This design comes from an exercise in tuning for small area and a short achievable clock period on the open sky130 flow, not from production work. Function was checked by simulation only, so behaviour that the tests miss may differ from the original.

==> flow/design.v (excerpt) <==
module fmac_top
  (
   input  logic        clk,
   input  logic [31:0] a,
   input  logic [31:0] b,
   input  logic [31:0] c,
   input  logic [1:0]  rm,
   output logic [31:0] result,
   output logic        of,
   output logic        uf,
   output logic        nx,
   output logic        iv
   );
Size: ~160 flip-flops, about 40000 sq um of cells after synthesis.
export LEC_CHECK = 0
export CAP_MARGIN = 20
export CORE_MARGIN = 2
export CORE_UTILIZATION = 40
export SLEW_MARGIN = 20
create_clock -name core_clock -period 26.0 [get_ports {clk}]
standard.sh (not shown) runs the stock make flow with config.mk's settings and CLKGATE_MAP_FILE= SYNTH_SCRIPT=/design/flow/synth_recipe.tcl, a recipe that flattens the netlist after the stock synthesis.
==> flow/flow/run.sh <==
#!/bin/bash
# Standard synthesis and layout (standard.sh), with timing repair asked to
# leave a setup margin so that the design is sized for a short achieved period.
# The SDC (clock period, I/O delays) is the standard flow's, unchanged.
set -euo pipefail
MARGIN=$(cat flow/margin.txt)
bash standard.sh synth > synth.log 2>&1
bash standard.sh SETUP_SLACK_MARGIN=$MARGIN finish > layout.log 2>&1
==> flow/flow/margin.txt <==
16
The baseline ran to the end with no violations.
Next try:
Settings changed: ABC_AREA set to 1.
Effect: The changed run completed with no timing, DRC or antenna violations; cell count goes up by 17%; synthesized cell count increases by 22%; non-clock buffer count drops by 123.
Next try:
==> flow/flow/margin.txt (replaced) <==
15
Settings changed: TNS_END_PERCENT set to 0.
Effect: Final area decreases by a few percent. First-iteration DRC count came out lower by a few percent. Register-to-register slack degrades by 900 ps. Wire length shrinks by a few percent. Non-clock buffer count falls by 86. Final cell count shrinks slightly. Utilization goes down by 1.6 points. Worst hold slack hardly moves. Fmax goes down by a little under a tenth.

---

== run A ==
fmac_top again, from the RTL that the note above started with.
clock: 26.0 ns
lec_check: 0
abc_area: 1
cap_margin: 20
core_margin: 2
core_utilization: 40
slew_margin: 20
tns_end_percent: 0
==> flow/flow/margin.txt <==
16
Scripts as last shown in full above: flow/flow/run.sh
Input changes introduced in run B (baseline for comparison: run A):
- removing TNS_END_PERCENT (formerly 0)
==> flow/flow/margin.txt <==
18
### Flow results
Worst setup slack up 0.61 ns in run B wrt run A. Area: run B vs run A -> run B larger. Run B: first-pass GRT wire length is 21000 um higher than what run A reported. The number of vias per cell after detailed routing reported for run B is greater than that of run A by 1.9%. Diff run B..run A | post-synthesis instance area | unchanged. Run B closes out successfully: all stages finished, all timing, DRC and antenna checks passed. Changes observed in run B relative to run A: worst relative slew slack fell 1.0 points, sequential share of layout area went down, detailed-routing wirelength on met1 up 3.1%.

---

Setup of rev 12:
Another version of the RTL of fmac_top (not shown whole).
Size in the first run: ~6,000 cells after synthesis, roughly 160 flip-flops, ~39,000 sq um of cells after synthesis.
Settings: LEC_CHECK=0, ABC_AREA=1, CAP_MARGIN=20, CORE_MARGIN=2, CORE_UTILIZATION=40, SLEW_MARGIN=20; clock period 26.0 ns.
==> flow/flow/margin.txt <==
16
Scripts as last shown in full above: flow/flow/run.sh
Input-level comparison between rev 13 and rev 12:
==> flow/flow/margin.txt <==
19
### Flow results
Rev 13: multi-input gate share of total cell area 1.6 points below rev 12
Delta (rev 13 minus rev 12): wire length of the first global-routing pass climbed about 7%, worst-case reg-to-reg path depth saw a decrease, flop and latch count out of synthesis neither gained nor lost much.
The lower layout-stage area growth over the synthesis result came out of rev 12.
Re placed standard-cell area: rev 12 and rev 13 aren't equal, and the higher value belongs to rev 13.
Summary of the comparison: proportion of layout cells with a drive suffix above 1 is higher in rev 13, relative to rev 12.
Rev 12 has a higher share of the clock period used by the worst path after layout than rev 13.

---

RTL: one of the versions met above, not the one the previous note started from.
For scale: about 160 flip-flops, roughly 140 I/O pins.
==> flow/config.mk <==
export PLATFORM = sky130hd
export DESIGN_NAME = fmac_top
export DESIGN_NICKNAME = fmac_top
export VERILOG_FILES = /design/flow/design.v
export SDC_FILE = /design/flow/constraint.sdc
export NUM_CORES = 4
export LEC_CHECK = 0
export ABC_AREA = 1
export CAP_MARGIN = 20
export CORE_MARGIN = 2
export CORE_UTILIZATION = 40
export SLEW_MARGIN = 20
==> flow/constraint.sdc <==
create_clock -name core_clock -period 26.0 [get_ports {clk}]
set_input_delay 5.2000 -clock core_clock [delete_from_list [all_inputs] [get_ports {clk}]]
set_output_delay 5.2000 -clock core_clock [all_outputs]
set_load 0.01 [all_outputs]
==> flow/flow/margin.txt <==
17
Scripts as last shown in full above: flow/flow/run.sh
The starting point ran to the end with no violations.
Next try:
TNS_END_PERCENT = 0   (was not set)
First-iteration DRC count went down by a few percent.
Via count went down slightly.
Sequential share of layout area goes up by 0.19 points.
Cell count goes down slightly.
Final area went down slightly.

[static timing again, ports no longer ideal]
In the flow no input, the clock included, has a driving cell. The finished layouts below were timed again as built, in two steps.
Step 1 (the two cells are an assumption about what drives the block):
set clk [get_ports {clk}]
set_driving_cell -lib_cell sky130_fd_sc_hd__clkbuf_16 $clk
set_driving_cell -lib_cell sky130_fd_sc_hd__buf_2 [delete_from_list [all_inputs] $clk]
Step 2, shift: input delay + t, output delay - t, t = (earliest + latest rising clock arrival at the registers) / 2. This alone moves slack from input paths to output paths.
Three values: ideal ports, drivers, drivers and shift; two values: the first two.
| run | t, ns | setup slack, ns | worst hold slack (ns) | worst setup path after step 2 | latest minus earliest clock arrival (ns) |
|---|---|---|---|---|---|
| the first run of note 1 | 0.558 | 15.712 / 15.712 / 15.712 | 0.331 / 0.331 / 0.331 | register to register | 0.017 / 0.016 |
| the second run of note 1 | 0.585 | 16.363 / 16.326 / 15.997 | 0.332 / 0.332 / 0.332 | input to register | 0.037 / 0.038 |
| the third run of note 1 | 0.590 | 15.463 / 15.463 / 15.463 | 0.332 / 0.332 / 0.332 | register to register | 0.040 / 0.040 |
| run A | 0.591 | 16.074 / 16.071 / 15.977 | 0.332 / 0.332 / 0.332 | input to register | 0.038 / 0.038 |
| run B | 0.587 | 16.687 / 16.612 / 16.699 | 0.318 / 0.318 / 0.318 | register to register | 0.032 / 0.033 |
| rev 12 | 0.562 | 16.277 / 16.220 / 15.761 | 0.338 / 0.338 / 0.338 | input to register | 0.025 / 0.025 |
| rev 13 | 0.555 | 16.778 / 16.778 / 16.778 | 0.331 / 0.331 / 0.331 | register to register | 0.017 / 0.017 |
| the first run of note 4 | 0.572 | 16.569 / 16.502 / 16.617 | 0.325 / 0.325 / 0.325 | input to register | 0.032 / 0.032 |
| the second run of note 4 | 0.585 | 16.742 / 16.669 / 16.317 | 0.330 / 0.330 / 0.330 | input to register | 0.021 / 0.021 |
After both steps every run listed still meets setup and hold. For rev 12, which loses most, drivers alone change the setup slack by -0.057 ns; drivers and shift together by -0.516 ns.
